Source: an optimization exercise on an open RTL-to-GDS flow (aim: small area, a short achievable clock period and few clock cycles). Production flows keep margins and buffers that such runs may drop. RTL that was checked went through simulation tests only; none was proved equivalent to the original. No activity file was given, so power comes from the tool's default toggle rates.

## betterNeighborsInMyCluster
module betterNeighborsInMyCluster(clock, nrst, start, address, wr_en, data_in, MY_CLUSTER_ID, mybest, besthop, bestvalue, bestneighborID, nextsinks, data_out, done);
	input clock, nrst, start;
	input [15:0] data_in, MY_CLUSTER_ID;
	input [15:0] mybest;
	output done, wr_en;
	output [15:0] address, data_out;
	output [15:0] besthop, bestneighborID, nextsinks;
	output [15:0] bestvalue;
	localparam HB = 5;            
	localparam NB = 1 << HB;
	localparam [10:0] A_KS = 11'h004, A_NID = 11'h024, A_HCM = 11'h324, A_LIST = 11'h334,
	                  A_KSC = 11'h344, A_NC = 11'h345, A_CNT = 11'h346;
	localparam [6:0] P0 = 7'h24;  
	localparam [5:0] J0 = 6'h04;  
	localparam [6:0] C0 = 7'h34;  
	localparam [3:0] S_IDLE = 0, S_NC = 1, S_SNK = 2, S_CID = 3, S_QV = 4, S_BAT = 5,
	                 S_WR = 6, S_HCM = 7, S_RCID = 8, S_RNID = 9, S_RSPEC = 10, S_VS = 11,
	                 S_CNT = 12, S_BW = 13, S_BN = 14, S_DONE = 15;
	localparam [1:0] T_NID = 2'd0, T_CID = 2'd1, T_BAT = 2'd2, T_QV = 2'd3;
	reg [3:0] st;
	reg [10:0] waddr;
	reg wr_en_r, done_r;
	reg [6:0] dout;
	reg [5:0] jlast;              
	reg [6:0] plast;              
	reg [6:0] p;                  
	reg [5:0] jp;                 
	reg [6:0] cp;                 
	reg [3:0] kp;                 
	reg hit;
	reg [NB-1:0] bitmap;
	reg [15:0] qreg;
	reg [6:0] hop, sinks;
	reg [15:0] bval;
	reg [15:0] acc, accc, sr, hm;
	reg mci;
	reg [2:0] mph;                
	reg [5:0] mh;
	function lt16;
		input [15:0] a, b;
		reg [15:0] g, e;
		reg [7:0] g1, e1;
		reg [3:0] g2, e2;
		reg [1:0] g3, e3;
		integer i;
		begin
			g = ~a & b;
			e = ~(a ^ b);
			for (i = 0; i < 8; i = i + 1) begin
				g1[i] = g[2*i+1] | (e[2*i+1] & g[2*i]);
				e1[i] = e[2*i+1] & e[2*i];
			end
			for (i = 0; i < 4; i = i + 1) begin
				g2[i] = g1[2*i+1] | (e1[2*i+1] & g1[2*i]);
  ...
For scale: about 1500 cells after synthesis, ~150 I/O pins, ~0.014 mm^2 of cells after synthesis.
==> flow/config.mk <==
export PLATFORM = sky130hd
export DESIGN_NAME = betterNeighborsInMyCluster
export DESIGN_NICKNAME = betterNeighborsInMyCluster
export VERILOG_FILES = /design/flow/design.v
export SDC_FILE = /design/flow/constraint.sdc
export NUM_CORES = 4
export LEC_CHECK = 0
export CAP_MARGIN = 20
export CORE_MARGIN = 2
export CORE_UTILIZATION = 40
export SLEW_MARGIN = 20
==> flow/constraint.sdc <==
create_clock -name core_clock -period 11.0 [get_ports {clock}]
set_input_delay 2.2000 -clock core_clock [delete_from_list [all_inputs] [get_ports {clock}]]
set_output_delay 2.2000 -clock core_clock [all_outputs]
set_load 0.01 [all_outputs]
standard.sh (not shown) runs the stock make flow with config.mk's settings and CLKGATE_MAP_FILE= SYNTH_SCRIPT=/design/flow/synth_recipe.tcl, a recipe that flattens the netlist after the stock synthesis.
==> flow/flow/run.sh <==
#!/bin/bash
# The standard layout; timing repair aims at a tighter setup margin and the port buffers
# are plain buffers. The make output goes to flow_make.log, each ORFS step to its own log under orfs/logs.
set -o pipefail
bash standard.sh SETUP_SLACK_MARGIN=7.5 "BUFFER_PORTS_ARGS=-buffer_cell sky130_fd_sc_hd__buf_4" finish 2>&1 | tee flow_make.log
The baseline produced a clean layout.
Change:
==> flow/run.sh (new file) <==
#!/bin/bash
# synth_recipe.tcl (not shown) runs the flow's synth.tcl, then flattens the netlist and writes it again
# the make line also repeats each setting of config.mk as NAME=value (left out here)
make -C /OpenROAD-flow-scripts/flow DESIGN_CONFIG=/design/flow/config.mk WORK_HOME=/design/flow/orfs CLKGATE_MAP_FILE= SYNTH_SCRIPT=/design/flow/synth_recipe.tcl finish
Settings changed: SETUP_SLACK_MARGIN set to 5.
removed: flow/flow/run.sh
removed: flow/standard.sh
Outcome: Critical path depth went down by 4; utilization decreases by 3.8 points; clock-buffer cell count rises by 3; via count decreases by about 5%; synthesized cell count stays the same; cell count is lower by about 3.7%; power falls by about 10%; routed wire length fell by 6.5%; flip-flop and latch count is unchanged; non-clock buffer count drops by 71; synthesized area stays the same.
No run of this note included a check of the RTL's function; only the layout flow was run.

* * *

Another version of the RTL of betterNeighborsInMyCluster (not shown whole).
For scale: ~1300 cells after synthesis, roughly 210 flip-flops, ~150 I/O pins, ~0.013 mm² of cells after synthesis.
==> flow/config.mk <==
export PLATFORM = sky130hd
export DESIGN_NAME = betterNeighborsInMyCluster
export DESIGN_NICKNAME = betterNeighborsInMyCluster
export VERILOG_FILES = /design/flow/design.v
export SDC_FILE = /design/flow/constraint.sdc
export NUM_CORES = 4
export LEC_CHECK = 0
export CAP_MARGIN = 20
export CORE_MARGIN = 2
export CORE_UTILIZATION = 40
export SLEW_MARGIN = 20
==> flow/constraint.sdc <==
create_clock -name core_clock -period 11.0 [get_ports {clock}]
set_input_delay 2.2000 -clock core_clock [delete_from_list [all_inputs] [get_ports {clock}]]
set_output_delay 2.2000 -clock core_clock [all_outputs]
set_load 0.01 [all_outputs]
==> flow/flow/run.sh <==
#!/bin/bash
# The standard layout; timing repair aims at a tighter setup margin and the port buffers
# are plain buffers. The make output goes to flow_make.log, each ORFS step to its own log under orfs/logs.
set -o pipefail
bash standard.sh SETUP_SLACK_MARGIN=7.5 "BUFFER_PORTS_ARGS=-buffer_cell sky130_fd_sc_hd__buf_2"  finish 2>&1 | tee flow_make.log
Testbench counts at the start, summed over its fixed seeds: cycles 49,321.
Edit:
==> flow/flow/run.sh (replaced) <==
#!/bin/bash
# The standard layout; timing repair aims at a tighter setup margin and the port buffers
# are plain buffers. The make output goes to flow_make.log, each ORFS step to its own log under orfs/logs.
set -o pipefail
bash standard.sh SETUP_SLACK_MARGIN=7.5 "BUFFER_PORTS_ARGS=-buffer_cell sky130_fd_sc_hd__buf_2" "CTS_BUF_LIST=sky130_fd_sc_hd__clkbuf_4 sky130_fd_sc_hd__clkbuf_8" CTS_CLUSTER_SIZE=16 CTS_CLUSTER_DIAMETER=60 CORE_UTILIZATION=60 PLACE_DENSITY=0.75 finish 2>&1 | tee flow_make.log
Outcome: The changed run completed without violations; area after synthesis is unchanged; global-route usage grows by 8.4 points; non-clock buffer count shrinks by 3; power shrinks by a little under a tenth; register-to-register slack loses 0.10 ns; design area shrinks by a few percent; clock-buffer cell count shrinks by 3.
Edit:
==> flow/flow/run.sh (replaced) <==
#!/bin/bash
# The standard layout; timing repair aims at a tighter setup margin and the port buffers
# are plain buffers. The make output goes to flow_make.log, each ORFS step to its own log under orfs/logs.
set -o pipefail
bash standard.sh SETUP_SLACK_MARGIN=7.5 "BUFFER_PORTS_ARGS=-buffer_cell sky130_fd_sc_hd__buf_2" "CTS_BUF_LIST=sky130_fd_sc_hd__clkbuf_4 sky130_fd_sc_hd__clkbuf_8" CTS_CLUSTER_SIZE=16 CTS_CLUSTER_DIAMETER=60 CORE_UTILIZATION=70 PLACE_DENSITY=0.85 finish 2>&1 | tee flow_make.log
The changed run completed without violations.
Clock power drops by 3.9%.
Die area drops by 14%.
Area after synthesis does not change.
Total power climbs by 6.5%.
Core utilization climbs by 12 points.
Routed wire length climbs by 16%.
Fmax drops by 12%.
Edit:
==> flow/flow/run.sh (replaced) <==
#!/bin/bash
# The standard layout; timing repair aims at a tighter setup margin and the port buffers
# are plain buffers. The make output goes to flow_make.log, each ORFS step to its own log under orfs/logs.
set -o pipefail
bash standard.sh SETUP_SLACK_MARGIN=7.5 "BUFFER_PORTS_ARGS=-buffer_cell sky130_fd_sc_hd__buf_2" "CTS_BUF_LIST=sky130_fd_sc_hd__clkbuf_4 sky130_fd_sc_hd__clkbuf_8" CTS_CLUSTER_SIZE=16 CTS_CLUSTER_DIAMETER=60 finish 2>&1 | tee flow_make.log
After rerunning: The new run finished clean. Register-to-register slack gets better by 0.69 ns. Final area went up by about 1.4%. Sequential share of layout area went down by 0.47 points. Global-route usage went down by 16 points. Final cell count went up by about 12%. Worst setup slack gets better by 0.51 ns. Synthesized area is unchanged. Hold slack gets worse by 0.0037 ns.
Edit:
==> flow/flow/run.sh (replaced) <==
#!/bin/bash
# The standard layout; timing repair aims at a tighter setup margin and the port buffers
# are plain buffers. The make output goes to flow_make.log, each ORFS step to its own log under orfs/logs.
set -o pipefail
bash standard.sh SETUP_SLACK_MARGIN=7.5 "BUFFER_PORTS_ARGS=-buffer_cell sky130_fd_sc_hd__buf_2" "CTS_BUF_LIST=sky130_fd_sc_hd__clkbuf_4 sky130_fd_sc_hd__clkbuf_8" CTS_CLUSTER_SIZE=16 CTS_CLUSTER_DIAMETER=60 CORE_UTILIZATION=60 PLACE_DENSITY=0.75 ABC_AREA=1 finish 2>&1 | tee flow_make.log
Sequential power is about the same.
Power rises by 14%.
Worst setup slack is better by 0.15 ns.
Fmax grows by 3.9%.
Non-clock buffer count rose by 9.
Clock-buffer cell count is higher by 4.

* * *

betterNeighborsInMyCluster, a different RTL version from the one above (not shown whole).
For scale: roughly 1400 cells after synthesis, roughly 200 flip-flops, ~150 I/O pins, ~0.013 mm² of cells after synthesis.
Settings: LEC_CHECK=0, CAP_MARGIN=20, CORE_MARGIN=2, CORE_UTILIZATION=40, SETUP_SLACK_MARGIN=5, SLEW_MARGIN=20; clock period 11.0 ns.
run.sh (not shown) runs the stock make flow with config.mk's settings and CLKGATE_MAP_FILE= SYNTH_SCRIPT=/design/flow/synth_recipe.tcl, a recipe that flattens the netlist after the stock synthesis.
Stock flow here: none of the scripts above is used.
The starting point finished with timing, DRC and antenna clean.
Edit:
==> flow/flow/run.sh (new file) <==
#!/bin/bash
# The standard layout; timing repair aims at a tighter setup margin and the port buffers
# are plain buffers. The make output goes to flow_make.log, each ORFS step to its own log under orfs/logs.
set -o pipefail
bash standard.sh SETUP_SLACK_MARGIN=7.5 "BUFFER_PORTS_ARGS=-buffer_cell sky130_fd_sc_hd__buf_4" finish 2>&1 | tee flow_make.log
==> flow/standard.sh (new file) <==
#!/bin/bash
# synth_recipe.tcl (not shown) runs the flow's synth.tcl, then flattens the netlist and writes it again
# the make line also repeats each setting of config.mk as NAME=value (left out here)
make -C /OpenROAD-flow-scripts/flow DESIGN_CONFIG=/design/flow/config.mk WORK_HOME=/design/flow/orfs CLKGATE_MAP_FILE= SYNTH_SCRIPT=/design/flow/synth_recipe.tcl "${@:-finish}"
--- a/flow/config.mk
+++ b/flow/config.mk
@@ -10,3 +10,2 @@
 export CORE_UTILIZATION = 40
-export SETUP_SLACK_MARGIN = 5
 export SLEW_MARGIN = 20
removed: flow/run.sh
Result:
- wire length went up by a few percent
- first-iteration DRC count went down by a few percent
- fmax went up by a quarter to a third
- hold slack degrades by 0.013 ns
- power went up by about a fifth
- design area went up by a little under a tenth
- final cell count went up by a few percent
- clock-buffer cell count stays the same
- sequential cell count is unchanged
No run of this note included a check of the RTL's function; only the layout flow was run.

[separate check: timing with driven ports]
The results above use ideal ports. As a check the final layouts listed here were re-extracted and re-timed, cells and wires unchanged.
Step 1 sets driving cells, clkbuf_16 on the clock port and buf_2 on the other inputs (assumed; they add their load-dependent delay and slew).
Step 2 moves the port delays by t, midway between the first and last clock arrival at a register: inputs arrive t later, outputs are due t later. That takes back most of the time a late clock gives input paths.
Three values: ideal, step 1, step 2; two values: the first two.
run | shift t [ns] | setup WS [ns] | worst setup path at the end | latest minus earliest clock arrival (ns) | slew at the worst register clock pin (ns)
the first run of note 1 | 0.584 | 6.865 / 6.854 / 6.270 | input to register | 0.028 / 0.028 | 0.07 / 0.07
the second run of note 1 | 0.593 | 5.439 / 5.458 / 4.865 | input to register | 0.020 / 0.020 | 0.07 / 0.07
the first run of note 2 | 0.575 | 7.009 / 7.002 / 6.427 | input to register | 0.017 / 0.017 | 0.06 / 0.06
the second run of note 2 | 0.577 | 7.075 / 7.054 / 6.477 | input to register | 0.034 / 0.034 | 0.11 / 0.11
the third run of note 2 | 0.570 | 6.528 / 6.528 / 6.358 | input to register | 0.020 / 0.019 | 0.11 / 0.11
the fourth run of note 2 | 0.595 | 7.043 / 7.032 / 6.437 | input to register | 0.021 / 0.021 | 0.11 / 0.11
the fifth run of note 2 | 0.577 | 7.192 / 7.172 / 6.595 | input to register | 0.034 / 0.034 | 0.11 / 0.11
the first run of note 3 | 0.494 | 5.379 / 5.412 / 4.918 | input to register | 0.013 / 0.014 | 0.08 / 0.08
the second run of note 3 | 0.490 | 6.553 / 6.548 / 6.058 | input to register | 0.016 / 0.016 | 0.08 / 0.08
After both steps every run listed still meets setup and hold. The setup slack of the fourth run of note 2, which loses most, moves by -0.011 ns with the drivers and by -0.606 ns with both steps.
